Source: an optimization exercise on an open RTL-to-GDS flow (aim: small area). Production flows keep margins and buffers that such runs may drop. The RTL was checked by simulation tests, not by an equivalence proof against the original design. Power is estimated from default activity; no workload was simulated.

// cpu
module cpu(clock, reset, writeRegWb, resultWb, pcIf, pcSrcId, instrID,
		imem_rdata, dmem_addr, dmem_wdata, dmem_we, dmem_rdata);
	input clock;
	input reset;
	output [31:0] pcIf;
	output [1:0] pcSrcId;
	output [31:0] instrID;
	output [4:0] writeRegWb;
	output [31:0] resultWb;
	input  [31:0] imem_rdata;
	output [31:0] dmem_addr;
	output [31:0] dmem_wdata;
	output        dmem_we;
	input  [31:0] dmem_rdata;
	localparam OP_NONE = 2'd0, OP_ADD = 2'd1, OP_AND = 2'd2, OP_OR = 2'd3;
	reg [31:0] pcReg;           
	reg [31:0] ir;              
	reg [31:0] exV1, exV2;      
	reg [15:0] exImm;
	reg        exFwdA, exFwdB;  
	reg [1:0]  exOp;
	reg        exSub, exAluSrc;
	reg [4:0]  exWr;
	reg        exRegWrite, exMemtoReg, exMemWrite;
	reg [31:0] memAlu, memWdata;
	reg [4:0]  memWr;
	reg        memRegWrite, memMemtoReg, memMemWrite;
	reg [31:0] wbResult;
	reg [4:0]  wbWr;
	reg [31:0] ram [31:1];
	reg [31:1] nz;
	wire [5:0] op = ir[31:26];
	wire [5:0] funct = ir[5:0];
	wire [4:0] rs = ir[25:21];
	wire [4:0] rt = ir[20:16];
	wire [4:0] rd = ir[15:11];
	wire [15:0] imm = ir[15:0];
	wire isR  = (op == 6'b000000);
	wire iAdd = isR && (funct == 6'b100000);
	wire iSub = isR && (funct == 6'b100010);
	wire iAnd = isR && (funct == 6'b100100);
	wire iOr  = isR && (funct == 6'b100101);
	wire iJr  = isR && (funct == 6'b001000);
  ...
Size in the first run: about 3900 cells after synthesis, about 230 I/O pins, about 55000 um^2 of cells after synthesis.
export LEC_CHECK = 0
export CAP_MARGIN = 20
export CORE_MARGIN = 2
export CORE_UTILIZATION = 45
export CTS_CLUSTER_DIAMETER = 80
export CTS_CLUSTER_SIZE = 25
export SLEW_MARGIN = 20
export SYNTH_HIERARCHICAL = 1
export SYNTH_MINIMUM_KEEP_SIZE = 0
create_clock -name core_clock -period 5.6 [get_ports {clock}]
standard.sh (not shown) runs the stock make flow with config.mk's settings and CLKGATE_MAP_FILE= SYNTH_SCRIPT=/design/flow/synth_recipe.tcl, a recipe that flattens the netlist after the stock synthesis.
==> flow/flow/run.sh <==
#!/bin/bash
# The standard layout, with the port buffers that global placement inserts
# made from the smallest buffer (sky130_fd_sc_hd__buf_1) instead of the
# default clkdlybuf4s50_1. Every input and output port still gets its own
# buffer; later repair steps may still resize them.
set -euo pipefail
export BUFFER_PORTS_ARGS="-buffer_cell sky130_fd_sc_hd__buf_1"
bash standard.sh > standard.log 2>&1
Edit:
--- a/flow/design.v
+++ b/flow/design.v
@@ -1,26 +1,26 @@
 module rf_aoi222(a1, b1, a2, b2, a3, b3, y);
 	input a1, b1, a2, b2, a3, b3;
 	output y;
 	assign y = ~((a1 & b1) | (a2 & b2) | (a3 & b3));
 endmodule
-module rf_read31(sel, d, y);
+module rf_read31(sel, d, ny);
 	input [30:0] sel;
 	input [30:0] d;
-	output y;
+	output [2:0] ny;
 	wire [10:0] grp;
 	genvar g;
 	generate
 		for (g = 0; g < 10; g = g + 1) begin : grpn
 			rf_aoi222 u(.a1(sel[3*g]), .b1(d[3*g]), .a2(sel[3*g+1]), .b2(d[3*g+1]),
 			            .a3(sel[3*g+2]), .b3(d[3*g+2]), .y(grp[g]));
 		end
 	endgenerate
 	assign grp[10] = ~(sel[30] & d[30]);
-	assign y = ~&grp;
+	assign ny = {~&grp[10:8], ~&grp[7:4], ~&grp[3:0]};
 endmodule
 module rf_aoi22(a1, b1, a2, b2, y);
 	input a1, b1, a2, b2;
 	output y;
 	assign y = ~((a1 & b1) | (a2 & b2));
 endmodule
 module rf_read32(sel, d, y);
@@ -64,15 +64,14 @@
 	reg        exRegWrite, exMemtoReg, exMemWrite;
 	reg [31:0] memAlu, memWdata;
 	reg [4:0]  memWr;
 	reg        memRegWrite, memMemtoReg, memMemWrite;
 	reg [31:0] wbResult;
 	reg [4:0]  wbWr;
 	reg [31:0] ram [31:1];
-	reg [31:1] nz;
 	wire [5:0] op = ir[31:26];
 	wire [5:0] funct = ir[5:0];
 	wire [4:0] rs = ir[25:21];
 	wire [4:0] rt = ir[20:16];
 	wire [4:0] rd = ir[15:11];
 	wire [15:0] imm = ir[15:0];
 	wire isR  = (op == 6'b000000);
@@ -93,44 +92,45 @@
 	wire [1:0] opId = (iAdd | iLw | iSw | iAddi | subId) ? OP_ADD :
 	                  iAnd ? OP_AND : iOr ? OP_OR : OP_NONE;
 	wire [4:0] wrId = regDst ? rd : rt;
 	wire [31:0] memResult = memMemtoReg ? dmem_rdata : memAlu;
 	always @(posedge clock)
 		if (memRegWrite && !reset && memWr != 5'd0) begin
 			ram[memWr] <= memResult;
-			nz[memWr] <= (memResult != 32'd0);
 		end
 	wire exFwdAId  = (rs != 5'd0) && (rs == exWr) && exRegWrite;
 	wire exFwdBId  = (rt != 5'd0) && (rt == exWr) && exRegWrite;
 	wire memFwdA = (rs != 5'd0) && (rs == memWr) && memRegWrite;
 	wire memFwdB = (rt != 5'd0) && (rt == memWr) && memRegWrite;
 	wire [30:0] sel1;
 	wire [31:0] sel2;
 	wire [31:0] rdata1, v2;
-	wire rsNonzero;
+	wire [95:0] rsPart;    
 	genvar gk, gb;
 	generate
 		for (gk = 1; gk < 32; gk = gk + 1) begin : rsel
 			assign sel1[gk-1] = (rs == gk);
 			assign sel2[gk-1] = (rt == gk) && !memFwdB;
 		end
 		for (gb = 0; gb < 32; gb = gb + 1) begin : rbit
 			wire [30:0] d;
 			for (gk = 1; gk < 32; gk = gk + 1) begin : w
 				assign d[gk-1] = ram[gk][gb];
 			end
-			rf_read31 p1(.sel(sel1), .d(d), .y(rdata1[gb]));
+			wire [2:0] ny1;
+			rf_read31 p1(.sel(sel1), .d(d), .ny(ny1));
+			assign rdata1[gb] = |ny1;
+			assign rsPart[3*gb +: 3] = ny1;
 			rf_read32 p2(.sel(sel2), .d({memResult[gb], d}), .y(v2[gb]));
 		end
 	endgenerate
 	assign sel2[31] = memFwdB;
-	rf_read31 pz(.sel(sel1), .d(nz), .y(rsNonzero));
 	wire [31:0] v1 = memFwdA ? memResult : rdata1;
 	wire stall = exMemtoReg && ((rs == exWr) || (rt == exWr));
-	wire zeroId = memFwdA ? (memAlu == 32'd0) : !rsNonzero;
+	wire zeroId = memFwdA ? (memAlu == 32'd0) : !(|rsPart);
 	wire taken = iBeqz & zeroId;
 	assign pcSrcId = {iJr, taken};
 	wire [16:0] brLo = {1'b0, pcReg[17:2]} + {1'b0, imm};
 	wire [16:0] incLo = {1'b0, pcReg[17:2]} + 17'd1;
 	wire [13:0] pcUp = pcReg[31:18];
 	wire [13:0] pcUpInc = pcUp + 14'd1;
 	wire [13:0] pcUpDec = pcUp - 14'd1;
Effect: With this change the flow finished but fails on setup timing; worst setup slack gets worse by 0.58 ns; combinational power fell by 16%; count of clock-buffer cells in the layout came out lower by 16; first-iteration DRC count shrinks by 0.74%; via count decreases by 3.9%.

==> what the ideal ports hide <==
Ports are ideal in the flow. The routed layouts listed here were re-timed in OpenROAD. Step 1 sets driving cells, clkbuf_16 on the clock port and buf_2 on the other inputs (assumed; they add their load-dependent delay and slew). Step 2 also shifts input and output timing later by t, the mid clock arrival at the registers, as if the neighbouring blocks saw the same clock. Slacks: ideal ports / drivers / drivers and shift; pairs: ideal ports / drivers.
| run | t (ns) | setup WS [ns] | hold WS [ns] | worst setup path after step 2 | worst slew at a driven data input, ns |
|---|---|---|---|---|---|
| the first run | 0.766 | 0.504 / 0.431 / 0.944 | 0.404 / 0.404 / 0.404 | register to register | 0.06 |
| the second run | 0.805 | -0.080 / -0.155 / 0.585 | 0.422 / 0.422 / 0.422 | register to register | 0.04 |
